This design comes from an exercise in tuning for small area on the open sky130 flow, not from production work. RTL that was checked went through simulation tests only; none was proved equivalent to the original. For runs 1 to 5, only the layout was checked, not whether the RTL still works. The clock cells of runs 3 to 7 come from the design's own scripts or RTL, not from TritonCTS. The clock port is modelled as an ideal driver, which makes a skipped or thinned clock tree look cheaper than it is; a real chip needs a root buffer or a tree. Power and IR drop assume default switching activity.

$ cat flow/flow/run.sh
#!/bin/bash
# Own layout flow: the standard ORFS flow (standard.sh) with three changes:
#  - synthesis is synth_recipe.tcl unchanged except that its abc call uses an
#    area-oriented ABC script (flow/area.abc) instead of ORFS's speed script;
#    registers, their names and cell types are untouched;
#  - every input and output port still gets a buffer, but a buf_1;
#  - CTS uses no dummy loads.
set -euo pipefail
W=$(pwd)
F=$W/flow
cat > "$W/own_synth.tcl" <<TCL
proc abc {args} {
  set i [lsearch -exact \$args -script]
  if {\$i >= 0} { lset args [expr {\$i + 1}] {$F/area.abc} }
  yosys abc {*}\$args
}
source {$W/synth_recipe.tcl}
TCL
CTS="-sink_clustering_enable -repair_clock_nets -dont_use_dummy_load"
if [[ -f "$F/cts_args" ]]; then CTS="$(cat "$F/cts_args")"; fi
bash "$W/standard.sh" \
  "SYNTH_SCRIPT=$W/own_synth.tcl" "ADDER_MAP_FILE=" \
  "BUFFER_PORTS_ARGS=-buffer_cell sky130_fd_sc_hd__buf_1" \
  "CTS_ARGS=$CTS" \
  finish > "$W/own_flow.log" 2>&1
$ cat flow/flow/area.abc
strash
&get -n
&st
&dch
&nf -a
&put
topo
$ cat flow/standard.sh
#!/bin/bash
# synth_recipe.tcl (not shown) runs the flow's synth.tcl, then flattens the netlist and writes it again
# the make line also repeats each setting of config.mk as NAME=value (left out here)
make -C /OpenROAD-flow-scripts/flow DESIGN_CONFIG=/design/flow/config.mk WORK_HOME=/design/flow/orfs CLKGATE_MAP_FILE= SYNTH_SCRIPT=/design/flow/synth_recipe.tcl "${@:-finish}"
$ cat flow/config.mk
export PLATFORM = sky130hd
export DESIGN_NAME = main
export DESIGN_NICKNAME = main
export VERILOG_FILES = /design/flow/design.v
export SDC_FILE = /design/flow/constraint.sdc
export NUM_CORES = 4
export LEC_CHECK = 0
export CAP_MARGIN = 20
export CORE_MARGIN = 2
export CORE_UTILIZATION = 70
export PLACE_DENSITY = 0.8
export SLEW_MARGIN = 20
$ cat flow/constraint.sdc
create_clock -name core_clock -period 10.0 [get_ports {clk}]
set_input_delay 2.0000 -clock core_clock [delete_from_list [all_inputs] [get_ports {clk}]]
set_output_delay 2.0000 -clock core_clock [all_outputs]
set_load 0.01 [all_outputs]
$ cat flow/design.v
module dbc_lfsr (
    input clk,
    input rst_n,
    input button,
    output event_o
);
    localparam [10:0] P = 11'b10000000110;
    localparam [10:0] POL = 11'b10101010101;
    localparam S1P = 1'b1, S2P = 1'b0;
    reg s1q, s2q;
    reg [10:0] q;
    wire s1 = s1q ^ S1P;
    wire s2 = s2q ^ S2P;
    wire [10:0] t = q ^ POL;
    wire z = ~|t[9:0];
    wire start = s1 & ~s2 & z;
    wire f = (t[10] ^ t[8]) & ~z;
    assign event_o = z & t[10];
    wire [10:0] tn = !rst_n ? 11'd0 : start ? P : {t[9:0], f};
    always @(posedge clk) begin
        s1q <= (rst_n & button) ^ S1P;
        s2q <= (rst_n & s1) ^ S2P;
        q <= tn ^ POL;
    end
endmodule
module slot_fsm (
    input clk,
    input rst_n,
    input ent,
    input ext,
    input [1:0] switch,
    output reg [3:0] st,
    output reg [2:0] cr,
    output reg [1:0] Lr,
    output nf
);
    assign nf = &st;
    wire [3:0] nst;
    assign nst[0] = (ent & ~st[0]) | (st[0] & ~(ext & (switch == 2'd0)));
    assign nst[1] = (ent & st[0] & ~st[1]) | (st[1] & ~(ext & (switch == 2'd1)));
    assign nst[2] = (ent & st[0] & st[1] & ~st[2]) | (st[2] & ~(ext & (switch == 2'd2)));
    assign nst[3] = (ent & st[0] & st[1] & st[2] & ~st[3]) | (st[3] & ~(ext & (switch == 2'd3)));
    wire [1:0] nL = ~st[0] ? 2'd0 : ~st[1] ? 2'd1 : ~st[2] ? 2'd2 : ~st[3] ? 2'd3 : 2'd0;
    always @(posedge clk) begin
        if (!rst_n) begin
            st <= 4'd0;
            cr <= 3'd4;
            Lr <= 2'd0;
        end else begin
            st <= nst;
            cr <= (ent & ~nf) ? cr - 3'd1 : ext ? cr + 3'd1 : cr;
            Lr <= nL;
        end
    end
endmodule
module door_blink (
    input clk,
    input rst_n,
    input dev,
    output door_open
);
    localparam [9:0] DW = 10'b1010110010;
    reg [5:0] dcnt;
    reg [9:0] dt;
    wire drun = |dcnt;
    wire dwrap = (dt == DW);
    wire hold = rst_n & dev;
    wire step = rst_n & ~dev & drun & ~dwrap;
    assign door_open = dcnt[0];
    wire [9:0] sh = {dt[8:0], ~(dt[9] ^ dt[6])};
    always @(posedge clk) begin
        dt <= ({10{hold}} & dt) | ({10{step}} & sh);
        if (!rst_n) dcnt <= 6'd0;
        else if (dev) dcnt <= 6'd39;
        else if (drun & dwrap) dcnt <= dcnt - 6'd1;
    end
endmodule
module full_blink (
    input clk,
    input rst_n,
    input ftrig,
    input nf,
    output full
);
    localparam [10:0] FW = 11'b00000010111;
    reg [2:0] k;
    reg [10:0] ft;
    wire run = |k;
    wire fwrap = (ft == FW);
    assign full = run ? k[0] : ft[0];
    wire hold = rst_n & ftrig & run;
    wire step = rst_n & ~ftrig & run & ~fwrap;
    wire idle = rst_n & ~ftrig & ~run;
    wire [10:0] sh = {ft[9:0], ~(ft[10] ^ ft[8])};
    always @(posedge clk) begin
        ft <= ({11{hold}} & ft) | ({11{step}} & sh) | {10'd0, idle & nf};
        if (!rst_n) k <= 3'd0;
        else if (ftrig) k <= 3'd7;
        else if (run & fwrap) k <= k - 3'd1;
    end
endmodule
module scanner (
    input clk,
    input rst_n,
    input [2:0] cr,
    input [1:0] Lr,
    input fr,
    output [4:0] seg_sel,
    output [7:0] seg_data
);
    reg [4:0] q;
    reg [2:0] A, B;
    wire tick = &q[2:0];
    wire [1:0] ds = q[4:3];
    reg [2:0] nA;
    always @* begin
        case (ds)
            2'd0: nA = cr;
            2'd1: nA = fr ? 3'd7 : {1'b0, Lr};
            2'd2: nA = fr ? 3'd6 : 3'd7;
            default: nA = 3'd7;
        endcase
    end
    always @(posedge clk) begin
        if (!rst_n) begin
            q <= 5'b00100;
            A <= 3'd0;
            B <= 3'd0;
        end else begin
            q <= q + 5'd1;
            if (tick) begin
                A <= nA;
                B <= A;
            end
        end
    end
    wire blank = (ds == 2'd0) & ~B[2];
    reg [7:0] seg;
    always @* begin
        case (B)
            3'd0: seg = 8'b00111111;
            3'd1: seg = 8'b00000110;
            3'd2: seg = 8'b01011011;
            3'd3: seg = 8'b01001111;
            3'd4: seg = 8'b01100110;
            3'd5: seg = 8'b01101101;
            3'd6: seg = 8'b01110001;
            default: seg = 8'b01000000;
        endcase
    end
    assign seg_data = blank ? 8'd0 : seg;
    assign seg_sel = {1'b0, ds == 2'd1, (ds == 2'd0) & B[2], ds == 2'd2, ds == 2'd3};
endmodule
module main(
    input clk,
    input reset,
    input entry_sensor,
    input exit_sensor,
    input [1:0] switch,
    input beep_in,
    output beep,
    output door_open,
    output full,
    output [2:0] c,
    output [1:0] L,
    output [3:0] state,
    output [4:0] seg_sel,
    output [7:0] seg_data
);
    assign beep = beep_in;
    wire ent, ext, nf;
    dbc_lfsr dbc1 (.clk(clk), .rst_n(reset), .button(~entry_sensor), .event_o(ent));
    dbc_lfsr dbc2 (.clk(clk), .rst_n(reset), .button(~exit_sensor), .event_o(ext));
    slot_fsm fsm (.clk(clk), .rst_n(reset), .ent(ent), .ext(ext), .switch(switch),
                  .st(state), .cr(c), .Lr(L), .nf(nf));
    door_blink door (.clk(clk), .rst_n(reset), .dev((ent & ~full) | ext), .door_open(door_open));
    full_blink fb (.clk(clk), .rst_n(reset), .ftrig(nf & ent), .nf(nf), .full(full));
    scanner scan (.clk(clk), .rst_n(reset), .cr(c), .Lr(L), .fr(full), .seg_sel(seg_sel), .seg_data(seg_data));
endmodule
==> results by group, run 1 <==
Cells and area
  – Post-layout util: 0.792
  – Final antenna diode count: 0
  – Reg area: 1520 µm²
  – Share of cells above drive strength 1: 0.0383
  – Fill count: 280
  – Area of the multi-input gates: 1250 µm²
  – Area grow syn2layout: 10.6%
  – Most common cell after layout, fill and taps aside: dfxtp_1
  – Most frequent cells in the layout: dfxtp_1 (76), nor2_1 (33), buf_1 (27)
  – Fin nets: 348

Yosys
  – Post-synthesis instance area: 2820 µm²
  – Post-synthesis sequential area ratio: 0.539
  – Post-synth cell types: 40
  – Synth Area in Compound Gates: 0.205
  – Post-synthesis adder-cell area fraction: 0.00355
  – Mean cell area of the mapped netlist: 9.38 µm²
  – Asr flop ratio synth: 0
  – Synth warn: 5
  – Main combinational cell family by area after synthesis: simple AND/OR/NAND/NOR gates
  – Number of synthesized flops with an enable pin: 0
  – Synth Flop Type: dfxtp_1
  – Cells after synthesis: 301
  – Multiplexer share of the synthesized area: 0.00355
  – Yosys reg bits: 76
  – XOR/XNOR Fraction of Synth Area: 0.0124
  – Post-synthesis simple-gate area fraction: 0.216

Timing
  – Final hold violation count: 0
  – Min cycle time layout: 4.20 ns
  – Hold Slack: 0.394 ns
  – Period utilization: 0.420
  – Clk_skew: 0.0212 ns
  – Setup TNS: 0 ns
  – Final setup fails: 0
  – Slew HR: 0.289
  – Fmax: 0.238 GHz
  – Pins over their slew limit: 0
  – Actual slew at the worst max-slew pin: 1.06 ns
  – Unrepaired setup endpoints after global routing: false

Clock network
  – CTS Sinks: 76
  – Reg clk slew, reported paths: 0.08 ns
  – PostCTS Resize Cnt: 0
  – Clk_lat worst skew: 0.35 ns
  – Hold buffer count at CTS: 0
  – CTS tree: built
  – Post-CTS setup buffer count: 0
  – Clock Path Buffers: 2
  – Number of CTS-inserted buffers: 9
  – CTS Root Cell: clkbuf_8
  – # H-tree levels: 3

Global routing
  – Total gr overflow: 0
  – Tot GR Track Use: 0.270
  – Antenna violations before repair: 0
  – First-pass GRT wire length: 9.18 mm
  – Largest net degree at the start of global routing: 34
  – Vias in the first global route: 2,102

Floorplan
  – Initial Utilization: 0.716
  – # IOs: 32
  – Die height: 67.5 µm
  – Core Footprint: 3940 µm²
  – Die width: 67.5 µm
  – Num rows: 23
  – Die area: 4560 µm²

Setup path
  – Startpoint type of the worst setup path: input pin
  – R2r startpoint: dbc1.q[5]
  – Reg2reg path depth: 5
  – Worst Path Max Fanout: 33
  – Critical Path RT: 10.30 ns
  – CP arrival: 4.49 ns
  – Critical Path End Type: flop
  – Crit Path Category: in2reg
  – Worst setup path start: reset

Min path
  – Hold Crit Start: dbc2.q[5]
  – HP Class: reg2reg
  – Hold Path Cell Cnt: 1

Drt
  – Detailed-route DRC error count: 0
  – Pre-antenna DRT Iters: 4
  – 1st-iter DRT viols: 136
  – Final WL: 5.80 mm
  – Average wire per standard cell: 14.9 µm
  – Via/cell ratio: 6.04
  – Vias: 2,351
  – DRT antenna net count: 0

Pwr
  – Power per cell area: 172 nW/µm²
  – Leakage: 1.17 nW
  – Peak supply drop: 136 µV

Run status
  – Outcome: timing/DRC/antenna clean

Placed design
  – HPWL after DPL: 3.92 mm
  – Port Buf Inserts: 27
  – GP Congestion: 0.817

Flow run
  – Maxcap violations: 0
## synthesized netlist by cell type, types with 2 or more instances
cell	number	area (µm²)
o31a_1	2	17.5
a22o_1	20	175
nor2_1	33	124
buf_4	3	22.5
nand3_1	7	35.0
nand4b_1	5	43.8
o21ai_0	21	105
nor4_1	8	50.1
o21a_1	2	15.0
a31oi_1	8	50.1
or4_1	4	30.0
dfxtp_1	76	1520
a211o_1	2	17.5
and3_1	3	18.8
nand2b_1	4	25.0
clkinv_1	8	30.0
o31ai_1	3	22.5
or3_1	9	56.3
a221oi_1	2	17.5
nor4bb_1	2	20.0
nor3_1	11	55.1
or2_0	2	12.5
nand2_1	23	86.3
xor2_1	3	26.3
nor2b_1	2	12.5
a21oi_1	24	120
## critical path, cell delays in order
cell and delay (ns):
buf_1 0.06, buf_4 0.29, clkinv_1 0.53, a211o_1 0.44
nor3b_1 0.88, a22o_1 0.28
## state kept, by name, summed over array words and instances (netlist names), 4 cells and up
signal	flops
dbc1.q	11
fsm.st	4
door.dcnt	6
fb.ft	11
dbc2.q	11
door.dt	10
scan.q	5
## layer usage
metal	track usage	vias to the layer above	part of all wire
met2	0.449	50	0.48
met4	0.102	0	0.014
met3	0.0867	7	0.043
met5	0	-	0
li1	-	1187	-
met1	0.326	1107	0.46
## final cells by class
| cell class | instances | area share |
|---|---|---|
| Sequential cell | 76 | 0.487 |
| Tap cell | 50 | 0.0200 |
| Multi-Input combinational cell | 215 | 0.401 |
| Inverter | 8 | 0.00962 |
| Clock buffer | 9 | 0.0397 |
| Timing Repair Buffer | 31 | 0.0421 |
## report_power, final
part	internal (mW)	switching, mW
clock	0.0803	0.0948
combinational	0.0154	0.0254
sequential	0.312	0.00885
## metrics by stage
stage	power (mW)	cell area [µm²]	setup slack, ns	instances
3_3_place_gp	0.366	3000	5.58	380
2_1_floorplan	0.354	2830	5.88	302
5_1_grt	0.556	3120	5.59	389
3_5_place_dp	0.367	3000	5.49	380
6_report	0.536	3120	5.80	389
4_1_cts	0.538	3120	5.83	389
## path summary, 6_finish.rpt
check,to,slack [ns]
setup reg to reg,fsm.cr[2],7.44
hold / removal,dbc2.q[6],0.39
setup / recovery,door.dt[4],5.80
hold reg to reg,dbc2.q[6],0.39
## cells by family after synthesis
family,Yosys count
AND/OR/NAND/NOR,118
AO/OA/AOI/OAI,89
flip-flops,76
buffers and inverters,11
XOR/XNOR,4
adder cells (fa/ha/maj),1
other,1
multiplexers,1
==> run 2: changes to the inputs <==
==> flow/flow/cts_args (new file) <==
-sink_clustering_enable -repair_clock_nets -dont_use_dummy_load -buf_list sky130_fd_sc_hd__clkbuf_4 -root_buf sky130_fd_sc_hd__clkbuf_8
==> run 2 against run 1 <==
Still clean. Critical path depth is the same. Flip-flop and latch count is the same. Clock power is essentially flat. Sequential power is essentially flat. Combinational power is essentially flat. Final cell count is the same. Synthesized cell count is the same. Largest cell class unchanged.
==> results by group, run 2 <==
Run status
  – Outcome: timing/DRC/antenna clean (unchanged)

Global routing
  – Tot GR Track Use: 0.270 (unchanged)
  – Total gr overflow: 0 (unchanged)
  – Antenna violations before repair: 0 (unchanged)
  – Largest net degree at the start of global routing: 34 (unchanged)
  – First-pass GRT wire length: 9.18 mm (unchanged)
  – Vias in the first global route: 2,102 (unchanged)

Drt
  – Vias: 2,351 (unchanged)
  – DRT antenna net count: 0 (unchanged)
  – Pre-antenna DRT Iters: 4 (unchanged)
  – 1st-iter DRT viols: 136 (unchanged)
  – Average wire per standard cell: 14.9 µm (unchanged)
  – Via/cell ratio: 6.04 (unchanged)
  – Final WL: 5.80 mm (unchanged)
  – Detailed-route DRC error count: 0 (unchanged)

Yosys
  – Synth warn: 5 (unchanged)
  – Main combinational cell family by area after synthesis: simple AND/OR/NAND/NOR gates (unchanged)
  – Post-synthesis simple-gate area fraction: 0.216 (unchanged)
  – Post-synth cell types: 40 (unchanged)
  – Number of synthesized flops with an enable pin: 0 (unchanged)
  – XOR/XNOR Fraction of Synth Area: 0.0124 (unchanged)
  – Multiplexer share of the synthesized area: 0.00355 (unchanged)
  – Mean cell area of the mapped netlist: 9.38 µm² (unchanged)
  – Leading area contributor after synthesis: dfxtp_1 (unchanged)
  – Yosys reg bits: 76 (unchanged)
  – Asr flop ratio synth: 0 (unchanged)
  – Cells after synthesis: 301 (unchanged)
  – Post-synthesis instance area: 2820 µm² (unchanged)
  – Synth Flop Type: dfxtp_1 (unchanged)
  – Dominant cells by area after synthesis: dfxtp_1 (54%), a22o_1 (6.2%), nor2_1 (4.4%) (unchanged)
  – Count leader, synth: dfxtp_1 (unchanged)
  – Post-synthesis sequential area ratio: 0.539 (unchanged)
  – Synth top area share: 0.539 (unchanged)
  – Post-synthesis adder-cell area fraction: 0.00355 (unchanged)
  – Synth Area in Compound Gates: 0.205 (unchanged)
  – Synth top cells by count: dfxtp_1 (76), nor2_1 (33), a21oi_1 (24), nand2_1 (23), o21ai_0 (21) (unchanged)

Timing
  – Setup TNS: 0 ns (unchanged)
  – Fmax: 0.238 GHz (unchanged)
  – Actual slew at the worst max-slew pin: 1.06 ns (unchanged)
  – Pins over their slew limit: 0 (unchanged)
  – Slew HR: 0.289 (unchanged)
  – Final setup fails: 0 (unchanged)
  – Final hold violation count: 0 (unchanged)
  – PnR worst setup slack: 5.80 ns (unchanged)
  – Hold Slack: 0.394 ns (unchanged)
  – Unrepaired setup endpoints after global routing: false (unchanged)
  – Min cycle time layout: 4.20 ns (unchanged)
  – Period utilization: 0.420 (unchanged)
  – Clk_skew: 0.0212 ns (unchanged)

Floorplan
  – Die area: 4560 µm² (unchanged)
  – Initial Utilization: 0.716 (unchanged)
  – Num rows: 23 (unchanged)
  – Die height: 67.5 µm (unchanged)
  – Die width: 67.5 µm (unchanged)
  – Core Footprint: 3940 µm² (unchanged)
  – # IOs: 32 (unchanged)

Clock network
  – Clk_lat worst skew: 0.35 ns (about the same)
  – Post-CTS setup buffer count: 0 (unchanged)
  – Reg clk slew, reported paths: 0.08 ns (about the same)
  – CTS Root Cell: clkbuf_8 (unchanged)
  – Hold buffer count at CTS: 0 (unchanged)
  – Clock Path Buffers: 2 (unchanged)
  – CTS tree: built (unchanged)
  – Number of CTS-inserted buffers: 9 (unchanged)
  – PostCTS Resize Cnt: 0 (unchanged)
  – CTS Sinks: 76 (unchanged)
  – # H-tree levels: 3 (unchanged)

Setup path
  – Startpoint type of the worst setup path: input pin (unchanged)
  – CP arrival: 4.49 ns (about the same)
  – Reg2reg path depth: 5 (unchanged)
  – Worst Path Max Fanout: 33 (unchanged)
  – R2r setup slk: 7.44 ns (about the same)
  – Critical Path End Type: flop (unchanged)
  – Critical Path RT: 10.30 ns (about the same)
  – Crit Path Category: in2reg (unchanged)

Cells and area
  – Final antenna diode count: 0 (unchanged)
  – Reg area: 1520 µm² (unchanged)
  – Most common cell after layout, fill and taps aside: dfxtp_1 (unchanged)
  – Share of cells above drive strength 1: 0.0383 (unchanged)
  – Fill count: 280 (unchanged)
  – Fin nets: 348 (unchanged)
  – Area of the multi-input gates: 1250 µm² (unchanged)
  – Biggest regs: dbc1.q x11, dbc2.q x11, fb.ft x11 (unchanged)
  – Area grow syn2layout: 10.6% (unchanged)
  – Fin area: 3120 µm² (unchanged)
  – Most frequent cells in the layout: dfxtp_1 (76), nor2_1 (33), buf_1 (27) (unchanged)

Pwr
  – Power per cell area: 172 nW/µm² (unchanged)
  – Tot Pwr: 0.536 mW (unchanged)
  – Leakage: 1.17 nW (unchanged)
  – Peak supply drop: 136 µV (unchanged)

Placed design
  – Setup slack at placement: 5.49 ns (unchanged)
  – HPWL after DPL: 3.92 mm (unchanged)
  – GP Congestion: 0.817 (unchanged)
  – Port Buf Inserts: 27 (unchanged)
  – Cell Area, Placed: 3000 µm² (unchanged)

Min path
  – Hold Path Cell Cnt: 1 (unchanged)
  – HP Class: reg2reg (unchanged)

Flow run
  – Maxcap violations: 0 (unchanged)
==> run 2: cell counts in the layout (fill, tap and decap cells not counted) <==
No cell type changed its count.
==> run 2: path summary, 6_finish.rpt <==
| kind | from | endpoint |
|---|---|---|
| hold / removal | dbc2.q[5] | dbc2.q[6] |
| setup / recovery | reset | door.dt[4] |
| hold reg to reg | dbc2.q[5] | dbc2.q[6] |
| setup reg to reg | dbc1.q[5] | fsm.cr[2] |
==> run 2: critical path: stages <==
cell and delay [ns]:
buf_1 0.06, buf_4 0.29, clkinv_1 0.53, a211o_1 0.44, nor3b_1 0.88, a22o_1 0.28
==> run 2: logic make-up (layout without fill, tap and decap cells) <==
| family | after synthesis | count (layout) |
|---|---|---|
| AOI/OAI and AO/OA | 89 | 89 |
| xor gates and xnor gates | 4 | 4 |
| adders and majority gates | 1 | 1 |
| buffers and inverters | 11 | 48 |
| DFF | 76 | 76 |
| muxes | 1 | 1 |
| other | 1 | 2 |
| and+or+nand+nor | 118 | 118 |
==> run 2: area by class of cell <==
type | count | share of cell area
clock buffer | 9 | 0.0397
multi-input combinational | 215 | 0.401
sequential | 76 | 0.487
inverter | 8 | 0.00962
tap | 50 | 0.0200
timing repair buffer | 31 | 0.0421
==> run 2: per-stage QoR <==
step,util,cells
after global placement,0.760,380
after floorplan,-,302
final,0.792,389
after detailed placement,0.760,380
after global routing,0.792,389
after CTS,0.792,389
==> run 2: routing by layer <==
metal / up-vias / GRT usage / wire length, µm / part of all wire
li1: 1187 / - / - / -
met1: 1107 / 0.326 / 2700 / 0.46
met4: 0 / 0.102 / 81 / 0.014
met5: - / 0 / 0 / 0
met2: 50 / 0.449 / 2780 / 0.48
met3: 7 / 0.0867 / 250 / 0.043
==> run 2: power breakdown <==
group	internal [mW]	switching, mW
registers	0.312	0.00885
logic	0.0154	0.0254
clock network	0.0803	0.0948
==> run 3: changes to the inputs <==
--- a/flow/design.v
+++ b/flow/design.v
@@ -60,19 +60,24 @@
     output door_open
 );
     localparam [9:0] DW = 10'b1010110010;
-    reg [5:0] dcnt;
+    localparam [4:0] M19 = 5'b00101;
+    reg d;
+    reg [4:0] m;
     reg [9:0] dt;
-    wire drun = |dcnt;
+    wire drun = d | (|m);
     wire dwrap = (dt == DW);
     wire hold = rst_n & dev;
     wire step = rst_n & ~dev & drun & ~dwrap;
-    assign door_open = dcnt[0];
+    wire adv = ~dev & drun & dwrap;
+    wire mstep = rst_n & adv & ~d;
+    wire mhold = rst_n & ~dev & ~(adv & ~d);
+    assign door_open = d;
     wire [9:0] sh = {dt[8:0], ~(dt[9] ^ dt[6])};
+    wire [4:0] shm = {m[3:0], ~(m[4] ^ m[2])};
     always @(posedge clk) begin
         dt <= ({10{hold}} & dt) | ({10{step}} & sh);
-        if (!rst_n) dcnt <= 6'd0;
-        else if (dev) dcnt <= 6'd39;
-        else if (drun & dwrap) dcnt <= dcnt - 6'd1;
+        d <= rst_n & (dev | (d ^ adv));
+        m <= ({5{mhold}} & m) | ({5{mstep}} & shm) | ({5{hold}} & M19);
     end
 endmodule
 module full_blink (
==> flow/flow/run.sh (replaced) <==
#!/bin/bash
# Own layout flow: the standard ORFS flow (standard.sh) with these changes:
#  - synthesis is synth_recipe.tcl unchanged except that its abc call uses an
#    area-oriented ABC script (flow/area.abc) instead of ORFS's speed script,
#    and adders are left to ABC instead of ORFS's half/full adder cells;
#    registers, their names and cell types are untouched;
#  - every input and output port still gets a buffer, but a buf_1;
#  - clock tree: one clock buffer (flow/clkbuf) drives all register clock
#    pins, see flow/pre_cts.tcl.
# The make output goes to own_flow.log; ORFS's per-step logs are under orfs/logs.
set -euo pipefail
W=$(pwd)
F=$W/flow
cat > "$W/own_synth.tcl" <<TCL
proc abc {args} {
  set i [lsearch -exact \$args -script]
  if {\$i >= 0} { lset args [expr {\$i + 1}] {$F/area.abc} }
  yosys abc {*}\$args
}
source {$W/synth_recipe.tcl}
TCL
export OWN_FLOW_DIR=$F
bash "$W/standard.sh" \
  "SYNTH_SCRIPT=$W/own_synth.tcl" "ADDER_MAP_FILE=" \
  "BUFFER_PORTS_ARGS=-buffer_cell sky130_fd_sc_hd__buf_1" \
  "PRE_CTS_TCL=$F/pre_cts.tcl" \
  finish > "$W/own_flow.log" 2>&1
==> flow/flow/clkbuf (new file) <==
sky130_fd_sc_hd__clkbuf_8 sky130_fd_sc_hd__clkbuf_8 4
==> flow/flow/pre_cts.tcl (new file) <==
# Sourced by ORFS's cts.tcl before CTS (PRE_CTS_TCL). The design has few
# registers, so instead of TritonCTS's H-tree the clock tree is built here:
# the register clock pins are split into NGROUPS groups of near-equal size by
# recursive median bisection of their positions; each group is driven by one
# LEAF buffer at its centre, and one ROOT buffer at the centre of all
# registers, driven by the clock port, drives the leaf buffers. Every
# register sees the same two buffer levels. flow/clkbuf holds "ROOT LEAF
# NGROUPS".
proc own_split {pts n} {
  if {$n <= 1 || [llength $pts] < 2} { return [list $pts] }
  set xs [lmap p $pts {lindex $p 1}]
  set ys [lmap p $pts {lindex $p 2}]
  set dx [expr {[tcl::mathfunc::max {*}$xs] - [tcl::mathfunc::min {*}$xs]}]
  set dy [expr {[tcl::mathfunc::max {*}$ys] - [tcl::mathfunc::min {*}$ys]}]
  set idx [expr {$dx >= $dy ? 1 : 2}]
  set s [lsort -integer -index $idx $pts]
  set h [expr {[llength $s] / 2}]
  set half [expr {$n / 2}]
  return [concat [own_split [lrange $s 0 [expr {$h - 1}]] $half] \
                 [own_split [lrange $s $h end] [expr {$n - $half}]]]
}
proc own_place {block master name net_in net_out x y} {
  set buf [odb::dbInst_create $block $master $name]
  [$buf findITerm A] connect $net_in
  [$buf findITerm X] connect $net_out
  $buf setLocation $x $y
  $buf setPlacementStatus PLACED
  return $buf
}
proc clock_tree_synthesis {args} {
  set db [ord::get_db]
  set block [ord::get_db_block]
  set f [open $::env(OWN_FLOW_DIR)/clkbuf]
  lassign [string trim [read $f]] rootname leafname ngroups
  close $f
  set clk [[$block findBTerm clk] getNet]
  set pts {}
  foreach it [$clk getITerms] {
    set bb [[$it getInst] getBBox]
    lappend pts [list $it [expr {([$bb xMin] + [$bb xMax]) / 2}] [expr {([$bb yMin] + [$bb yMax]) / 2}]]
  }
  foreach it [$clk getITerms] { $it disconnect }
  set trunk [odb::dbNet_create $block clknet_trunk]
  $trunk setSigType CLOCK
  set g 0
  set ax 0
  set ay 0
  set total 0
  foreach grp [own_split $pts $ngroups] {
    set net [odb::dbNet_create $block clknet_leaf_$g]
    $net setSigType CLOCK
    set sx 0
    set sy 0
    foreach p $grp {
      [lindex $p 0] connect $net
      incr sx [lindex $p 1]
      incr sy [lindex $p 2]
    }
    set n [llength $grp]
    incr ax $sx
    incr ay $sy
    incr total $n
    own_place $block [$db findMaster $leafname] clkbuf_leaf_$g $trunk $net [expr {$sx / $n}] [expr {$sy / $n}]
    puts "own CTS: clkbuf_leaf_$g ($leafname) drives $n clock pins"
    incr g
  }
  own_place $block [$db findMaster $rootname] clkbuf_root $clk $trunk [expr {$ax / $total}] [expr {$ay / $total}]
  global_connect
  set_propagated_clock [all_clocks]
}
removed: flow/flow/cts_args
==> run 3 against run 2 <==
Critical path type is now in2out. Via count fell by 3.1%. Register-to-register slack got worse by 0.27 ns. Clock skew fell by 0.012 ns. Combinational power fell by 6.4%.
==> results by group, run 3 <==
Floorplan
  – # IOs: 32 (unchanged)
  – Initial Utilization: 0.747 (was 0.716)
  – Die area: 4510 µm² (was 4560 µm²)
  – Die height: 67.2 µm (was 67.5 µm)
  – Num rows: 22 (was 23)
  – Die width: 67.2 µm (was 67.5 µm)
  – Core Footprint: 3740 µm² (was 3940 µm²)

Global routing
  – Largest net degree at the start of global routing: 33 (was 34)
  – First-pass GRT wire length: 9.34 mm (was 9.18 mm)
  – Vias in the first global route: 2,144 (was 2,102)
  – Tot GR Track Use: 0.258 (was 0.270)
  – Total gr overflow: 0 (unchanged)
  – Antenna violations before repair: 0 (unchanged)

Setup path
  – Critical Path End Type: output pin (was flop)
  – CP arrival: 2.00 ns (was 4.49 ns)
  – R2r setup slk: 7.17 ns (was 7.44 ns)
  – FF-to-FF End: fb.ft[10] (was fsm.cr[2])
  – Startpoint type of the worst setup path: input pin (unchanged)
  – Reg2reg path depth: 5 (unchanged)
  – Crit Path Category: in2out (was in2reg)
  – Worst Path Max Fanout: 1 (was 33)
  – Critical Path RT: 8.00 ns (was 10.30 ns)
  – R2r startpoint: dbc1.q[5] (unchanged)

Yosys
  – Yosys reg bits: 76 (unchanged)
  – Post-synthesis sequential area ratio: 0.544 (was 0.539)
  – Post-synth cell types: 40 (unchanged)
  – Synth warn: 5 (unchanged)
  – Dominant cells by area after synthesis: dfxtp_1 (54%), a22o_1 (7.2%), nor2_1 (4.2%) (was dfxtp_1 (54%), a22o_1 (6.2%), nor2_1 (4.4%))
  – Post-synthesis instance area: 2800 µm² (was 2820 µm²)
  – Synth top area share: 0.544 (was 0.539)
  – Synth Flop Type: dfxtp_1 (unchanged)
  – Synth top cells by count: dfxtp_1 (76), nor2_1 (31), a21oi_1 (23), a22o_1 (23), nand2_1 (20) (was dfxtp_1 (76), nor2_1 (33), a21oi_1 (24), nand2_1 (23), o21ai_0 (21))
  – Cells after synthesis: 293 (was 301)
  – Leading area contributor after synthesis: dfxtp_1 (unchanged)
  – Mean cell area of the mapped netlist: 9.54 µm² (was 9.38 µm²)
  – Count leader, synth: dfxtp_1 (unchanged)
  – Number of synthesized flops with an enable pin: 0 (unchanged)
  – Asr flop ratio synth: 0 (unchanged)

Timing
  – Fmax: 0.250 GHz (was 0.238 GHz)
  – Clk_skew: 0.00947 ns (was 0.0212 ns)
  – Min cycle time layout: 4.00 ns (was 4.20 ns)
  – Unrepaired setup endpoints after global routing: false (unchanged)
  – Setup TNS: 0 ns (unchanged)
  – Period utilization: 0.400 (was 0.420)
  – Pins over their slew limit: 0 (unchanged)
  – Slew HR: 0.496 (was 0.289)
  – Final setup fails: 0 (unchanged)
  – Actual slew at the worst max-slew pin: 0.749 ns (was 1.06 ns)
  – Final hold violation count: 0 (unchanged)

Cells and area
  – Share of cells above drive strength 1: 0.0306 (was 0.0383)
  – Post-route insts no fill: 375 (was 389)
  – Fin area: 3040 µm² (was 3120 µm²)
  – Area grow syn2layout: 8.82% (was 10.6%)
  – Most frequent cells in the layout: dfxtp_1 (76), nor2_1 (31), buf_1 (27) (was dfxtp_1 (76), nor2_1 (33), buf_1 (27))
  – Final antenna diode count: 0 (unchanged)
  – Fin nets: 336 (was 348)
  – Post-layout util: 0.813 (was 0.792)
  – Most common cell after layout, fill and taps aside: dfxtp_1 (unchanged)
  – Biggest regs: dbc1.q x11, dbc2.q x11, fb.ft x11 (unchanged)

Drt
  – Average wire per standard cell: 14.9 µm (about the same)
  – 1st-iter DRT viols: 210 (was 136)
  – Pre-antenna DRT Iters: 4 (unchanged)
  – Detailed-route DRC error count: 0 (unchanged)
  – Final WL: 5.59 mm (was 5.80 mm)
  – Via/cell ratio: 6.07 (was 6.04)
  – Vias: 2,277 (was 2,351)
  – DRT antenna net count: 0 (unchanged)

Placed design
  – Cell Area, Placed: 2970 µm² (was 3000 µm²)
  – Port Buf Inserts: 27 (unchanged)
  – HPWL after DPL: 4.04 mm (was 3.92 mm)
  – GP Congestion: 0.887 (was 0.817)
  – Placed insts: 370 (was 380)

Clock network
  – Reg clk slew, reported paths: 0.10 ns (was 0.08 ns)
  – Post-CTS setup buffer count: 0 (unchanged)
  – Hold buffer count at CTS: 0 (unchanged)
  – PostCTS Resize Cnt: 0 (unchanged)
  – Clk_lat worst skew: 0.33 ns (was 0.35 ns)

Pwr
  – Power per cell area: 160 nW/µm² (was 172 nW/µm²)
  – Leakage: 1.16 nW (was 1.17 nW)
  – Peak supply drop: 145 µV (was 136 µV)
  – Tot Pwr: 0.486 mW (was 0.536 mW)

Run status
  – Outcome: timing/DRC/antenna clean (unchanged)

Min path
  – Hold Path Cell Cnt: 1 (unchanged)
  – Hold Crit Start: dbc2.q[5] (unchanged)
  – Worst hold endpoint: dbc2.q[6] (unchanged)
  – HP Class: reg2reg (unchanged)

Flow run
  – Maxcap violations: 0 (unchanged)
[run 3: area by class of cell]
type | instances | area [µm²]
plain buffers | 5 | 68.8
fillers | 255 | 702
inverters | 8 | 30.0
multi-input cells | 207 | 1230
flip-flops and latches | 76 | 1520
well taps | 48 | 60.1
repair buffers | 31 | 131
[run 3: metal layers]
metal / track usage / vias up / share of wire
met3: 0.0267 / 9 / 0.043
met1: 0.330 / 1053 / 0.45
met2: 0.469 / 56 / 0.49
met4: 0.0587 / 0 / 0.015
li1: - / 1159 / -
met5: 0 / - / 0
[run 3: worst max-delay path by stage]
stage | to | slack (ns) | from | cells after the start
after CTS | door.dt[4] | 5.77 | reset | 6
after global routing | door.dt[4] | 5.99 | reset | 6
after detailed placement | door.dt[4] | 5.42 | reset | 6
after global placement | door.dt[1] | 5.57 | reset | 6
after floorplan | beep | 5.88 | beep_in | 1
final | beep | 6.00 | beep_in | 0
[run 3: cells by family after synthesis]
| kind of cell | count (synthesis) | share of synthesized area |
|---|---|---|
| xor gates and xnor gates | 3 | 0.00940 |
| DFF | 76 | 0.544 |
| other | 1 | 0.00134 |
| buffers and inverters | 11 | 0.0188 |
| AOI/OAI and AO/OA | 89 | 0.214 |
| and+or+nand+nor | 113 | 0.212 |
[run 3: where the power goes]
part	internal, mW	switching, mW
clock	0.0458	0.0826
sequential	0.311	0.00831
combinational	0.0147	0.0236
[run 3: per-stage QoR]
stage	setup slack, ns	hold slack [ns]
global route	5.99	0.414
global placement	5.57	0.366
CTS	5.77	0.403
finish	6.00	0.398
detailed placement	5.42	0.372
floorplan	5.88	0.359
==> run 4: changes to the inputs <==
==> flow/flow/area.abc (replaced) <==
strash
&get -n
&st
&dc2
&dch -f
&nf -a -R 1000
&put
topo
==> flow/flow/clkbuf (replaced) <==
sky130_fd_sc_hd__clkbuf_2 sky130_fd_sc_hd__clkbuf_4 8
==> run 4 against run 3 <==
Sequential power about the same. Fmax about the same. Synthesized cell count shrank 2.7%. Clock skew grew 0.0092 ns. Worst setup slack barely moved. Utilization shrank 1.2 points. Die area is 2.4% lower. Critical endpoint unchanged. Via count down 0.97%. Critical path type unchanged. Wire length shrank 3.5%. Worst hold slack worse by 0.011 ns.
==> results by group, run 4 <==
Run status
  – Outcome: timing/DRC/antenna clean (unchanged)

Clock network
  – Clk_lat worst skew: 0.50 ns (was 0.33 ns)
  – Reg clk slew, reported paths: 0.08 ns (was 0.10 ns)
  – Post-CTS setup buffer count: 0 (unchanged)
  – Hold buffer count at CTS: 0 (unchanged)
  – PostCTS Resize Cnt: 0 (unchanged)

Timing
  – Unrepaired setup endpoints after global routing: false (unchanged)
  – Setup TNS: 0 ns (unchanged)
  – Period utilization: 0.400 (about the same)
  – PnR worst setup slack: 6.00 ns (about the same)
  – Pins over their slew limit: 0 (unchanged)
  – Final hold violation count: 0 (unchanged)
  – Hold Slack: 0.387 ns (was 0.398 ns)
  – Actual slew at the worst max-slew pin: 0.862 ns (was 0.749 ns)
  – Min cycle time layout: 4.00 ns (about the same)
  – Final setup fails: 0 (unchanged)
  – Clk_skew: 0.0187 ns (was 0.00947 ns)
  – Slew HR: 0.426 (was 0.496)
  – Fmax: 0.250 GHz (about the same)

Yosys
  – Yosys reg bits: 76 (unchanged)
  – Synth top cells by count: dfxtp_1 (76), a21oi_1 (29), nor2_1 (28), nand2_1 (25), a22o_1 (23) (was dfxtp_1 (76), nor2_1 (31), a21oi_1 (23), a22o_1 (23), nand2_1 (20))
  – Mean cell area of the mapped netlist: 9.56 µm² (was 9.54 µm²)
  – Number of synthesized flops with an enable pin: 0 (unchanged)
  – Post-synthesis instance area: 2730 µm² (was 2800 µm²)
  – Asr flop ratio synth: 0 (unchanged)
  – Count leader, synth: dfxtp_1 (unchanged)
  – Post-synthesis sequential area ratio: 0.558 (was 0.544)
  – Synth warn: 5 (unchanged)
  – Synth Flop Type: dfxtp_1 (unchanged)
  – Synth top area share: 0.558 (was 0.544)
  – Dominant cells by area after synthesis: dfxtp_1 (56%), a22o_1 (7.4%), a21oi_1 (5.3%) (was dfxtp_1 (54%), a22o_1 (7.2%), nor2_1 (4.2%))
  – Leading area contributor after synthesis: dfxtp_1 (unchanged)
  – Cells after synthesis: 285 (was 293)
  – Post-synth cell types: 34 (was 40)

Placed design
  – Setup slack at placement: 5.66 ns (was 5.42 ns)
  – Cell Area, Placed: 2880 µm² (was 2970 µm²)
  – HPWL after DPL: 3.80 mm (was 4.04 mm)
  – Port Buf Inserts: 27 (unchanged)
  – GP Congestion: 0.777 (was 0.887)

Floorplan
  – # IOs: 32 (unchanged)
  – Initial Utilization: 0.739 (was 0.747)
  – Die area: 4410 µm² (was 4510 µm²)
  – Core Footprint: 3690 µm² (was 3740 µm²)
  – Num rows: 22 (unchanged)
  – Die height: 66.4 µm (was 67.2 µm)
  – Die width: 66.4 µm (was 67.2 µm)

Drt
  – Via/cell ratio: 6.11 (was 6.07)
  – Vias: 2,255 (was 2,277)
  – Final WL: 5.39 mm (was 5.59 mm)
  – 1st-iter DRT viols: 134 (was 210)
  – DRT antenna net count: 0 (unchanged)
  – Pre-antenna DRT Iters: 5 (was 4)
  – Detailed-route DRC error count: 0 (unchanged)
  – Average wire per standard cell: 14.6 µm (was 14.9 µm)

Pwr
  – Power per cell area: 163 nW/µm² (was 160 nW/µm²)
  – Leakage: 1.07 nW (was 1.16 nW)
  – Peak supply drop: 104 µV (was 145 µV)

Cells and area
  – Area of the multi-input gates: 1170 µm² (was 1230 µm²)
  – Fin area: 2950 µm² (was 3040 µm²)
  – Biggest regs: dbc1.q x11, dbc2.q x11, fb.ft x11 (unchanged)
  – Most common cell after layout, fill and taps aside: dfxtp_1 (unchanged)
  – Fin nets: 330 (was 336)
  – Most frequent cells in the layout: dfxtp_1 (76), a21oi_1 (29), nor2_1 (28) (was dfxtp_1 (76), nor2_1 (31), buf_1 (27))
  – Share of cells above drive strength 1: 0.0374 (was 0.0306)
  – Reg area: 1520 µm² (unchanged)
  – Area grow syn2layout: 8.36% (was 8.82%)
  – Fill count: 262 (was 255)
  – Final antenna diode count: 0 (unchanged)

Setup path
  – CP arrival: 2.00 ns (about the same)
  – Worst Path Max Fanout: 1 (unchanged)
  – Reg2reg path depth: 7 (was 5)
  – R2r setup slk: 7.56 ns (was 7.17 ns)
  – Startpoint type of the worst setup path: input pin (unchanged)
  – R2r startpoint: dbc1.q[3] (was dbc1.q[5])
  – FF-to-FF End: fb.ft[0] (was fb.ft[10])
  – Critical Path End Type: output pin (unchanged)
  – Critical Path RT: 8.00 ns (about the same)
  – Crit Path Category: in2out (unchanged)
  – WP depth: 0 (unchanged)

Flow run
  – Maxcap violations: 0 (unchanged)

Global routing
  – Total gr overflow: 0 (unchanged)
  – First-pass GRT wire length: 9.14 mm (was 9.34 mm)
  – Antenna violations before repair: 0 (unchanged)
  – Largest net degree at the start of global routing: 29 (was 33)
  – Tot GR Track Use: 0.257 (was 0.258)
  – Vias in the first global route: 2,123 (was 2,144)

Min path
  – Worst hold endpoint: dbc2.q[4] (was dbc2.q[6])
  – HP Class: reg2reg (unchanged)
  – Hold Path Cell Cnt: 1 (unchanged)
  – Hold Crit Start: dbc2.q[3] (was dbc2.q[5])
run 4: power breakdown:
part	switching, mW	internal [mW]
registers	0.00820	0.311
logic	0.0232	0.0135
clock network	0.0862	0.0391
run 4: cell type report:
cell class,count,area share
Timing Repair Buffer,29,0.0394
Inverter,6,0.00763
Tap cell,48,0.0203
Multi-Input combinational cell,201,0.395
Buffer,9,0.0220
Sequential cell,76,0.515
run 4: through the flow:
stage / power, mW / cells / utilization
floorplan: 0.350 / 286 / -
global placement: 0.360 / 360 / 0.782
detailed placement: 0.362 / 360 / 0.782
CTS: 0.482 / 369 / 0.799
global route: 0.499 / 369 / 0.801
finish: 0.481 / 369 / 0.801
run 4: worst max path at each step:
stage | from | to | slack [ns]
detailed placement | reset | fb.ft[0] | 5.66
finish | beep_in | beep | 6.00
global route | beep_in | beep | 6.00
CTS | beep_in | beep | 6.00
floorplan | beep_in | beep | 5.88
global placement | reset | fb.ft[0] | 5.76
run 4: cell families (layout without fill, tap and decap cells):
logic type	Yosys count	in the layout	synth area share
DFF	76	76	0.558
other	1	2	0.00138
AOI/OAI and AO/OA	86	86	0.206
xor gates and xnor gates	4	4	0.0129
buffers and inverters	9	44	0.0165
and+or+nand+nor	109	109	0.205
run 4: routing by layer:
layer | vias to the layer above | routed length, µm | global-route usage
met5 | - | 0 | 0
met4 | 0 | 65 | 0.0536
met3 | 9 | 259 | 0.0307
met2 | 61 | 2700 | 0.459
met1 | 1058 | 2370 | 0.334
li1 | 1127 | - | -
==> run 5: changes to the inputs <==
==> flow/flow/clkbuf (replaced) <==
sky130_fd_sc_hd__clkbuf_2 sky130_fd_sc_hd__clkbuf_8 4
==> run 5 against run 4 <==
Highest routed layer unchanged. Area after synthesis unchanged. Sequential power about the same. Wire length is 2.0% lower. Worst setup slack did not move. Largest cell class unchanged. Utilization fell by 0.14 points. Fmax stayed put. Die area stayed put. Global-route usage decreased by 0.40 points. First-iteration DRC count is 6.0% higher. Clock power is 3% lower. Sequential share of layout area increased by 0.087 points. Total power decreased by 0.94%.
==> results by group, run 5 <==
Global routing
  – Antenna violations before repair: 0 (unchanged)
  – Tot GR Track Use: 0.253 (was 0.257)
  – Vias in the first global route: 2,084 (was 2,123)
  – Largest net degree at the start of global routing: 29 (unchanged)
  – Total gr overflow: 0 (unchanged)
  – First-pass GRT wire length: 8.98 mm (was 9.14 mm)

Min path
  – HP Class: reg2reg (unchanged)
  – Worst hold endpoint: dbc1.q[6] (was dbc2.q[4])
  – Hold Path Cell Cnt: 1 (unchanged)
  – Hold Crit Start: dbc1.q[5] (was dbc2.q[3])

Cells and area
  – Area grow syn2layout: 8.17% (was 8.36%)
  – Final antenna diode count: 0 (unchanged)
  – Reg area: 1520 µm² (unchanged)
  – Fill count: 257 (was 262)
  – Fin nets: 326 (was 330)
  – Biggest regs: dbc1.q x11, dbc2.q x11, fb.ft x11 (unchanged)
  – Most frequent cells in the layout: dfxtp_1 (76), a21oi_1 (29), nor2_1 (28) (unchanged)
  – Area of the multi-input gates: 1170 µm² (unchanged)
  – Share of cells above drive strength 1: 0.0252 (was 0.0374)
  – Most common cell after layout, fill and taps aside: dfxtp_1 (unchanged)

Setup path
  – CP arrival: 2.00 ns (about the same)
  – Reg2reg path depth: 7 (unchanged)
  – R2r startpoint: dbc1.q[3] (unchanged)
  – Critical Path RT: 8.00 ns (about the same)
  – R2r setup slk: 7.56 ns (about the same)
  – Startpoint type of the worst setup path: input pin (unchanged)
  – Critical Path End Type: output pin (unchanged)
  – Crit Path Category: in2out (unchanged)
  – FF-to-FF End: fb.ft[3] (was fb.ft[0])
  – Worst Path Max Fanout: 1 (unchanged)

Floorplan
  – Die height: 66.4 µm (unchanged)
  – Die area: 4410 µm² (unchanged)
  – # IOs: 32 (unchanged)
  – Initial Utilization: 0.739 (unchanged)
  – Die width: 66.4 µm (unchanged)
  – Core Footprint: 3690 µm² (unchanged)
  – Num rows: 22 (unchanged)

Drt
  – 1st-iter DRT viols: 142 (was 134)
  – Vias: 2,252 (was 2,255)
  – Final WL: 5.28 mm (was 5.39 mm)
  – DRT antenna net count: 0 (unchanged)
  – Pre-antenna DRT Iters: 4 (was 5)
  – Via/cell ratio: 6.17 (was 6.11)
  – Detailed-route DRC error count: 0 (unchanged)
  – Average wire per standard cell: 14.5 µm (was 14.6 µm)

Timing
  – Pins over their slew limit: 0 (unchanged)
  – Min cycle time layout: 4.00 ns (unchanged)
  – Actual slew at the worst max-slew pin: 0.871 ns (was 0.862 ns)
  – Unrepaired setup endpoints after global routing: false (unchanged)
  – Final setup fails: 0 (unchanged)
  – Slew HR: 0.419 (was 0.426)
  – Period utilization: 0.400 (unchanged)
  – Clk_skew: 0.0156 ns (was 0.0187 ns)
  – Final hold violation count: 0 (unchanged)
  – Fmax: 0.250 GHz (unchanged)
  – Hold Slack: 0.389 ns (was 0.387 ns)
  – Setup TNS: 0 ns (unchanged)

Yosys
  – Post-synthesis instance area: 2730 µm² (unchanged)
  – Leading area contributor after synthesis: dfxtp_1 (unchanged)
  – Mean cell area of the mapped netlist: 9.56 µm² (unchanged)
  – Post-synth cell types: 34 (unchanged)
  – Count leader, synth: dfxtp_1 (unchanged)
  – Dominant cells by area after synthesis: dfxtp_1 (56%), a22o_1 (7.4%), a21oi_1 (5.3%) (unchanged)
  – Synth warn: 5 (unchanged)
  – Post-synthesis sequential area ratio: 0.558 (unchanged)
  – Synth top cells by count: dfxtp_1 (76), a21oi_1 (29), nor2_1 (28), nand2_1 (25), a22o_1 (23) (unchanged)
  – Asr flop ratio synth: 0 (unchanged)
  – Number of synthesized flops with an enable pin: 0 (unchanged)
  – Cells after synthesis: 285 (unchanged)
  – Synth Flop Type: dfxtp_1 (unchanged)
  – Yosys reg bits: 76 (unchanged)
  – Synth top area share: 0.558 (unchanged)

Pwr
  – Leakage: 1.07 nW (about the same)
  – Peak supply drop: 131 µV (was 104 µV)
  – Power per cell area: 162 nW/µm² (was 163 nW/µm²)

Run status
  – Outcome: timing/DRC/antenna clean (unchanged)

Clock network
  – Reg clk slew, reported paths: 0.10 ns (was 0.08 ns)
  – PostCTS Resize Cnt: 0 (unchanged)
  – Hold buffer count at CTS: 0 (unchanged)
  – Post-CTS setup buffer count: 0 (unchanged)
  – Clk_lat worst skew: 0.43 ns (was 0.50 ns)

Placed design
  – Port Buf Inserts: 27 (unchanged)
  – HPWL after DPL: 3.80 mm (unchanged)
  – GP Congestion: 0.777 (unchanged)

Flow run
  – Maxcap violations: 0 (unchanged)
run 5: area by class of cell:
cell class,instances,area share
plain buffers,5,0.0204
repair buffers,29,0.0395
well taps,48,0.0204
multi-input cells,201,0.396
flip-flops and latches,76,0.516
inverters,6,0.00764
run 5: logic make-up (layout without fill, tap and decap cells):
logic type,after synthesis,count (layout),share of synthesized area
xor+xnor,4,4,0.0129
simple gates,109,109,0.205
other cells,1,2,0.00138
compound gates,86,86,0.206
flops,76,76,0.558
buf+inv,9,40,0.0165
run 5: through the flow:
stage	cells	utilization	worst slack [ns]	cell area, µm²	power (mW)
finish	365	0.799	6.00	2950	0.476
global route	365	0.799	6.00	2950	0.493
CTS	365	0.798	6.00	2940	0.476
detailed placement	360	0.782	5.66	2880	0.362
global placement	360	0.782	5.76	2880	0.360
floorplan	286	-	5.88	2730	0.350
run 5: how the worst max path moves through the flow:
stage	start	endpoint	slack, ns	cells after the start
3_3_place_gp	reset	fb.ft[0]	5.76	5
4_1_cts	beep_in	beep	6.00	0
6_report	beep_in	beep	6.00	0
3_5_place_dp	reset	fb.ft[0]	5.66	5
5_1_grt	beep_in	beep	6.00	0
2_1_floorplan	beep_in	beep	5.88	1
run 5: metal layers:
metal | vias up | global-route usage | share of wire | routed length [µm]
li1 | 1116 | - | - | -
met1 | 1066 | 0.329 | 0.44 | 2350
met2 | 63 | 0.455 | 0.49 | 2610
met3 | 7 | 0.0256 | 0.049 | 258
met4 | 0 | 0.0510 | 0.013 | 67
met5 | - | 0 | 0 | 0
run 5: power by group:
group | internal, mW | total (mW) | switching, mW
logic | 0.0135 | 0.0367 | 0.0233
clock network | 0.0386 | 0.121 | 0.0820
registers | 0.311 | 0.319 | 0.00824
==> run 6: changes to the inputs <==
--- a/flow/design.v
+++ b/flow/design.v
@@ -5,7 +5,7 @@
     output event_o
 );
     localparam [10:0] P = 11'b10000000110;
-    localparam [10:0] POL = 11'b10101010101;
+    localparam [10:0] POL = 11'b10101010111;
     localparam S1P = 1'b1, S2P = 1'b0;
     reg s1q, s2q;
     reg [10:0] q;
@@ -62,8 +62,12 @@
     localparam [9:0] DW = 10'b1010110010;
     localparam [4:0] M19 = 5'b00101;
     reg d;
-    reg [4:0] m;
-    reg [9:0] dt;
+    localparam [9:0] DTP = 10'b1000000000;
+    localparam [4:0] MP = 5'b00000;
+    reg [4:0] mq;
+    reg [9:0] dtq;
+    wire [4:0] m = mq ^ MP;
+    wire [9:0] dt = dtq ^ DTP;
     wire drun = d | (|m);
     wire dwrap = (dt == DW);
     wire hold = rst_n & dev;
@@ -75,9 +79,9 @@
     wire [9:0] sh = {dt[8:0], ~(dt[9] ^ dt[6])};
     wire [4:0] shm = {m[3:0], ~(m[4] ^ m[2])};
     always @(posedge clk) begin
-        dt <= ({10{hold}} & dt) | ({10{step}} & sh);
+        dtq <= (({10{hold}} & dt) | ({10{step}} & sh)) ^ DTP;
         d <= rst_n & (dev | (d ^ adv));
-        m <= ({5{mhold}} & m) | ({5{mstep}} & shm) | ({5{hold}} & M19);
+        mq <= (({5{mhold}} & m) | ({5{mstep}} & shm) | ({5{hold}} & M19)) ^ MP;
     end
 endmodule
 module full_blink (
@@ -88,8 +92,13 @@
     output full
 );
     localparam [10:0] FW = 11'b00000010111;
-    reg [2:0] k;
-    reg [10:0] ft;
+    localparam [2:0] KP = 3'b000;
+    localparam [10:0] FP = 11'b00000000000;
+    reg [2:0] kq;
+    reg [10:0] ftq;
+    wire [2:0] k = kq ^ KP;
+    wire [10:0] ft = ftq ^ FP;
+    reg [2:0] kn;
     wire run = |k;
     wire fwrap = (ft == FW);
     assign full = run ? k[0] : ft[0];
@@ -98,10 +107,14 @@
     wire idle = rst_n & ~ftrig & ~run;
     wire [10:0] sh = {ft[9:0], ~(ft[10] ^ ft[8])};
     always @(posedge clk) begin
-        ft <= ({11{hold}} & ft) | ({11{step}} & sh) | {10'd0, idle & nf};
-        if (!rst_n) k <= 3'd0;
-        else if (ftrig) k <= 3'd7;
-        else if (run & fwrap) k <= k - 3'd1;
+        ftq <= (({11{hold}} & ft) | ({11{step}} & sh) | {10'd0, idle & nf}) ^ FP;
+        kq <= kn ^ KP;
+    end
+    always @* begin
+        if (!rst_n) kn = 3'd0;
+        else if (ftrig) kn = 3'd7;
+        else if (run & fwrap) kn = k - 3'd1;
+        else kn = k;
     end
 endmodule
 module scanner (
@@ -113,8 +126,15 @@
     output [4:0] seg_sel,
     output [7:0] seg_data
 );
-    reg [4:0] q;
-    reg [2:0] A, B;
+    localparam [4:0] QP = 5'b00000;
+    localparam [2:0] AP = 3'b000, BP = 3'b010;
+    reg [4:0] qq;
+    reg [2:0] Aq, Bq;
+    wire [4:0] q = qq ^ QP;
+    wire [2:0] A = Aq ^ AP;
+    wire [2:0] B = Bq ^ BP;
+    reg [4:0] qn;
+    reg [2:0] An, Bn;
     wire tick = &q[2:0];
     wire [1:0] ds = q[4:3];
     reg [2:0] nA;
@@ -126,18 +146,21 @@
             default: nA = 3'd7;
         endcase
     end
-    always @(posedge clk) begin
+    always @* begin
         if (!rst_n) begin
-            q <= 5'b00100;
-            A <= 3'd0;
-            B <= 3'd0;
+            qn = 5'b00100;
+            An = 3'd0;
+            Bn = 3'd0;
         end else begin
-            q <= q + 5'd1;
-            if (tick) begin
-                A <= nA;
-                B <= A;
-            end
+            qn = q + 5'd1;
+            An = tick ? nA : A;
+            Bn = tick ? A : B;
         end
+    end
+    always @(posedge clk) begin
+        qq <= qn ^ QP;
+        Aq <= An ^ AP;
+        Bq <= Bn ^ BP;
     end
     wire blank = (ds == 2'd0) & ~B[2];
     reg [7:0] seg;
==> flow/flow/clkbuf (replaced) <==
sky130_fd_sc_hd__clkbuf_2 sky130_fd_sc_hd__clkbuf_4 8
--- a/flow/config.mk
+++ b/flow/config.mk
@@ -8,5 +8,7 @@
 export CAP_MARGIN = 20
 export CORE_MARGIN = 2
 export CORE_UTILIZATION = 70
+export GPL_ROUTABILITY_DRIVEN = 0
+export GPL_TIMING_DRIVEN = 0
 export PLACE_DENSITY = 0.8
 export SLEW_MARGIN = 20
==> run 6 against run 5 <==
Still clean. Critical path depth grew 2. Clock power grew 3%. Sequential power is essentially flat. Fmax shrank 5.1%. Flip-flop and latch count is the same. Highest routed layer unchanged.
==> results by group, run 6 <==
Timing
  – Fmax: 0.237 GHz (was 0.250 GHz)
  – Hold Slack: 0.392 ns (was 0.389 ns)
  – Final hold violation count: 0 (unchanged)
  – Min cycle time layout: 4.22 ns (was 4.00 ns)
  – Unrepaired setup endpoints after global routing: false (unchanged)
  – Period utilization: 0.422 (was 0.400)
  – Clk_skew: 0.0172 ns (was 0.0156 ns)
  – Pins over their slew limit: 0 (unchanged)
  – Actual slew at the worst max-slew pin: 0.915 ns (was 0.871 ns)
  – Final setup fails: 0 (unchanged)
  – PnR worst setup slack: 5.78 ns (was 6.00 ns)
  – Setup TNS: 0 ns (unchanged)
  – Slew HR: 0.390 (was 0.419)

Global routing
  – Antenna violations before repair: 0 (unchanged)
  – First-pass GRT wire length: 8.71 mm (was 8.98 mm)
  – GRT met1 Usage: 0.322 (was 0.329)
  – Vias in the first global route: 2,013 (was 2,084)
  – Total gr overflow: 0 (unchanged)
  – Gr busiest metal: met2 (unchanged)
  – Met3 Resource Use GR: 0.0203 (was 0.0256)
  – M2 GR Usage: 0.429 (was 0.455)
  – Tot GR Track Use: 0.243 (was 0.253)
  – Largest net degree at the start of global routing: 31 (was 29)

Cells and area
  – Share of cells above drive strength 1: 0.0450 (was 0.0252)
  – Most common cell after layout, fill and taps aside: dfxtp_1 (unchanged)
  – Final antenna diode count: 0 (unchanged)
  – Fin nets: 342 (was 326)
  – Post-layout util: 0.804 (was 0.799)
  – Biggest regs: dbc1.q x11, dbc2.q x11, fb.ftq x11 (was dbc1.q x11, dbc2.q x11, fb.ft x11)
  – Most frequent cells in the layout: dfxtp_1 (76), nor2_1 (32), a21oi_1 (27), buf_1 (27), o21ai_0 (24) (was dfxtp_1 (76), a21oi_1 (29), nor2_1 (28))
  – Area grow syn2layout: 8.94% (was 8.17%)
  – Fill count: 263 (was 257)

Yosys
  – Post-synthesis instance area: 2740 µm² (was 2730 µm²)
  – Synth warn: 5 (unchanged)
  – Main combinational cell family by area after synthesis: simple AND/OR/NAND/NOR gates (was compound AO/OA/AOI/OAI gates)
  – Multiplexer share of the synthesized area: 0 (unchanged)
  – Post-synthesis simple-gate area fraction: 0.208 (was 0.205)
  – Count leader, synth: dfxtp_1 (unchanged)
  – Number of synthesized flops with an enable pin: 0 (unchanged)
  – Synth top area share: 0.555 (was 0.558)
  – Cells after synthesis: 295 (was 285)
  – Yosys reg bits: 76 (unchanged)
  – Mean cell area of the mapped netlist: 9.30 µm² (was 9.56 µm²)
  – Synth Area in Compound Gates: 0.201 (was 0.206)
  – Synth Flop Type: dfxtp_1 (unchanged)
  – Dominant cells by area after synthesis: dfxtp_1 (55%), a22o_1 (7.0%), a21oi_1 (4.9%) (was dfxtp_1 (56%), a22o_1 (7.4%), a21oi_1 (5.3%))
  – Post-synthesis sequential area ratio: 0.555 (was 0.558)
  – XOR/XNOR Fraction of Synth Area: 0.00958 (was 0.0129)
  – Asr flop ratio synth: 0 (unchanged)
  – Post-synth cell types: 35 (was 34)
  – Synth top cells by count: dfxtp_1 (76), nor2_1 (32), a21oi_1 (27), o21ai_0 (24) (was dfxtp_1 (76), a21oi_1 (29), nor2_1 (28), nand2_1 (25), a22o_1 (23))
  – Leading area contributor after synthesis: dfxtp_1 (unchanged)
  – Post-synthesis adder-cell area fraction: 0 (unchanged)

Setup path
  – Critical Path RT: 8.00 ns (about the same)
  – Largest delay share family, worst path: buffers and inverters
  – Critical-path cell list: buf_4, buf_1
  – Worst Path Max Fanout: 1 (unchanged)
  – Crit Path Category: in2out (unchanged)
  – CP bufs+invs: 2
  – Worst path slowest cell: buf_1
  – Max stage delay on crit path: 0.11 ns
  – CP arrival: 2.22 ns (was 2.00 ns)
  – Critical Path End Type: output pin (unchanged)
  – Startpoint type of the worst setup path: input pin (unchanged)

Pwr
  – Leakage: 1.11 nW (was 1.07 nW)
  – Power per cell area: 161 nW/µm² (was 162 nW/µm²)
  – Peak supply drop: 108 µV (was 131 µV)
  – Tot Pwr: 0.481 mW (was 0.476 mW)

Clock network
  – Post-CTS setup buffer count: 0 (unchanged)
  – Clk_lat worst skew: 0.48 ns (was 0.43 ns)
  – PostCTS Resize Cnt: 0 (unchanged)
  – Hold buffer count at CTS: 0 (unchanged)
  – Reg clk slew, reported paths: 0.08 ns (was 0.10 ns)

Drt
  – Via/cell ratio: 5.92 (was 6.17)
  – Final WL: 5.39 mm (was 5.28 mm)
  – Vias: 2,257 (was 2,252)
  – Pre-antenna DRT Iters: 5 (was 4)
  – Detailed-route DRC error count: 0 (unchanged)
  – 1st-iter DRT viols: 116 (was 142)
  – DRT antenna net count: 0 (unchanged)
  – Average wire per standard cell: 14.2 µm (was 14.5 µm)

Floorplan
  – Die width: 66.6 µm (was 66.4 µm)
  – Num rows: 22 (unchanged)
  – Core Footprint: 3720 µm² (was 3690 µm²)
  – # IOs: 32 (unchanged)
  – Die height: 66.6 µm (was 66.4 µm)
  – Die area: 4430 µm² (was 4410 µm²)
  – Initial Utilization: 0.738 (was 0.739)

Min path
  – HP Class: reg2reg (unchanged)

Run status
  – Outcome: timing/DRC/antenna clean (unchanged)

Placed design
  – Port Buf Inserts: 28 (was 27)
  – Setup slack at placement: 4.93 ns (was 5.66 ns)
  – HPWL after DPL: 3.73 mm (was 3.80 mm)

Flow run
  – Maxcap violations: 0 (unchanged)
==> run 6: cell count changes in the layout (fill, tap and decap cells not counted), sizes merged, moves of 3 or more <==
cell	change
and4b	-3
nor2	+4
nand3	+3
clkbuf	+5
o21ai	+4
clkinv	+6
nand2	-3
==> run 6: worst paths after layout <==
| kind | to | cells past startpoint | slack [ns] | from |
|---|---|---|---|---|
| hold / removal | dbc1.q[8] | 1 | 0.39 | dbc1.q[7] |
| setup reg to reg | door.dtq[0] | 6 | 7.67 | dbc1.q[5] |
| setup / recovery | beep | 2 | 5.78 | beep_in |
| hold reg to reg | dbc1.q[8] | 1 | 0.39 | dbc1.q[7] |
==> run 6: logic make-up (layout without fill, tap and decap cells) <==
group | count (synthesis) | count (layout)
simple gates | 114 | 114
compound gates | 86 | 86
flops | 76 | 76
buf+inv | 15 | 52
xor+xnor | 3 | 3
other cells | 1 | 2
==> run 6: final cells by class <==
class                   instances  area [µm²]  share of cell area
plain buffers                  12        87.6              0.0293
inverters                      12        45.0              0.0151
multi-input cells             205        1170               0.391
flip-flops and latches         76        1520               0.509
well taps                      48        60.1              0.0201
repair buffers                 28         106              0.0356
==> run 6: metal layers <==
| metal | up-vias | wire (µm) | part of all wire |
|---|---|---|---|
| met3 | 7 | 226 | 0.042 |
| li1 | 1154 | - | - |
| met1 | 1051 | 2490 | 0.46 |
| met5 | - | 0 | 0 |
| met2 | 45 | 2620 | 0.49 |
| met4 | 0 | 52 | 0.0096 |
==> run 6: power breakdown <==
| group | switching [mW] | internal (mW) |
|---|---|---|
| combinational | 0.0236 | 0.0135 |
| sequential | 0.00818 | 0.311 |
| clock | 0.0855 | 0.0392 |
| total | 0.117 | 0.364 |
==> run 6: through the flow <==
stage | instance area [µm²] | instances
5_1_grt | 2990 | 381
4_1_cts | 2980 | 381
6_report | 2990 | 381
2_1_floorplan | 2750 | 296
3_5_place_dp | 2910 | 372
3_3_place_gp | 2910 | 372
==> run 7: changes to the inputs <==
--- a/flow/config.mk
+++ b/flow/config.mk
@@ -8,7 +8,5 @@
 export CAP_MARGIN = 20
 export CORE_MARGIN = 2
 export CORE_UTILIZATION = 70
-export GPL_ROUTABILITY_DRIVEN = 0
-export GPL_TIMING_DRIVEN = 0
 export PLACE_DENSITY = 0.8
 export SLEW_MARGIN = 20
==> run 7 against run 6 <==
Still clean on timing, DRC and antenna. Global-route usage down 0.29 points. First-iteration DRC count increased by 62%. Clock skew shrank 0.0039 ns. Fmax is 5.4% higher. Flip-flop and latch count is the same. Clock power hardly changed. Wire length decreased by 4.1%. Worst hold slack worse by 0.0045 ns. Area after synthesis is the same. Sequential share of layout area is 0.34 points higher. Largest cell class unchanged.
==> results by group, run 7 <==
Min path
  – HP Class: reg2reg (unchanged)
  – Hold Crit Start: dbc1.q[3] (was dbc1.q[7])
  – Worst hold endpoint: dbc1.q[4] (was dbc1.q[8])
  – Hold Path Cell Cnt: 1 (unchanged)

Timing
  – Fmax: 0.250 GHz (was 0.237 GHz)
  – Min cycle time layout: 4.00 ns (was 4.22 ns)
  – Unrepaired setup endpoints after global routing: false (unchanged)
  – Final hold violation count: 0 (unchanged)
  – Final setup fails: 0 (unchanged)
  – Period utilization: 0.400 (was 0.422)

Setup path
  – Startpoint type of the worst setup path: input pin (unchanged)
  – R2r startpoint: dbc1.q[5] (unchanged)
  – Worst setup path start: beep_in (unchanged)
  – Critical Path End Type: output pin (unchanged)
  – Critical Path RT: 8.00 ns (about the same)
  – Worst Path Max Fanout: 1 (unchanged)
  – FF-to-FF End: door.dtq[0] (unchanged)

Floorplan
  – Core Footprint: 3720 µm² (unchanged)
  – Num rows: 22 (unchanged)
  – # IOs: 32 (unchanged)

Yosys
  – Dominant cells by area after synthesis: dfxtp_1 (55%), a22o_1 (7.0%), a21oi_1 (4.9%) (unchanged)
  – Mean cell area of the mapped netlist: 9.30 µm² (unchanged)
  – Post-synthesis instance area: 2740 µm² (unchanged)
  – Synth top area share: 0.555 (unchanged)
  – Number of synthesized flops with an enable pin: 0 (unchanged)
  – Cells after synthesis: 295 (unchanged)
  – Count leader, synth: dfxtp_1 (unchanged)
  – Synth Flop Type: dfxtp_1 (unchanged)
  – Post-synth cell types: 35 (unchanged)
  – Yosys reg bits: 76 (unchanged)
  – Asr flop ratio synth: 0 (unchanged)

Cells and area
  – Most common cell after layout, fill and taps aside: dfxtp_1 (unchanged)
  – Area grow syn2layout: 8.21% (was 8.94%)
  – Most frequent cells in the layout: dfxtp_1 (76), nor2_1 (32), a21oi_1 (27), buf_1 (27), o21ai_0 (24) (unchanged)
  – Biggest regs: dbc1.q x11, dbc2.q x11, fb.ftq x11 (unchanged)
  – Fin nets: 339 (was 342)

Drt
  – Detailed-route DRC error count: 0 (unchanged)
  – Vias: 2,281 (was 2,257)
  – DRT antenna net count: 0 (unchanged)
  – Average wire per standard cell: 13.7 µm (was 14.2 µm)
  – Pre-antenna DRT Iters: 5 (unchanged)
  – Final WL: 5.17 mm (was 5.39 mm)

Placed design
  – Port Buf Inserts: 27 (was 28)

Global routing
  – Antenna violations before repair: 0 (unchanged)
  – Tot GR Track Use: 0.241 (was 0.243)

Clock network
  – PostCTS Resize Cnt: 0 (unchanged)
  – Hold buffer count at CTS: 0 (unchanged)
  – Clk_lat worst skew: 0.48 ns (about the same)

Run status
  – Outcome: timing/DRC/antenna clean (unchanged)
[run 7: logic make-up (layout without fill, tap and decap cells)]
group,Yosys count,count (layout),share of synthesized area
xor+xnor,3,3,0.00958
other cells,1,2,0.00137
flops,76,76,0.555
compound gates,86,86,0.201
buf+inv,15,49,0.0246
simple gates,114,114,0.208
[run 7: final cells by class]
class / count / area [µm²]
flip-flops and latches: 76 / 1520
multi-input cells: 205 / 1170
fillers: 249 / 748
repair buffers: 28 / 109
plain buffers: 9 / 65.1
well taps: 48 / 60.1
inverters: 12 / 45.0
[run 7: report_power, final]
group          switching [mW]  internal (mW)  leakage (nW)
sequential            0.00824          0.311         0.617
clock                  0.0867         0.0392        0.0410
combinational          0.0228         0.0129         0.435
[run 7: worst max path at each step]
| stage | slack (ns) | cells past startpoint | to |
|---|---|---|---|
| detailed placement | 5.87 | 5 | door.dtq[9] |
| global placement | 5.98 | 5 | door.dtq[0] |
| CTS | 6.00 | 0 | beep |
| finish | 6.00 | 0 | beep |
| floorplan | 5.88 | 1 | beep |
| global route | 5.96 | 4 | seg_data[0] |
[run 7: through the flow]
stage / hold slack (ns) / instances / utilization / power [mW] / area (µm²)
3_3_place_gp: 0.361 / 369 / 0.778 / 0.360 / 2890
5_1_grt: 0.412 / 378 / 0.799 / 0.500 / 2970
4_1_cts: 0.390 / 378 / 0.796 / 0.480 / 2960
6_report: 0.387 / 378 / 0.799 / 0.481 / 2970
2_1_floorplan: 0.358 / 296 / - / 0.350 / 2750
3_5_place_dp: 0.369 / 369 / 0.778 / 0.362 / 2890
[run 7: metal layers]
metal / up-vias / wire length [µm] / track usage
li1: 1152 / - / -
met1: 1060 / 2390 / 0.329
met2: 60 / 2440 / 0.416
met3: 9 / 252 / 0.0186
met4: 0 / 85 / 0.0536
met5: - / 0 / 0
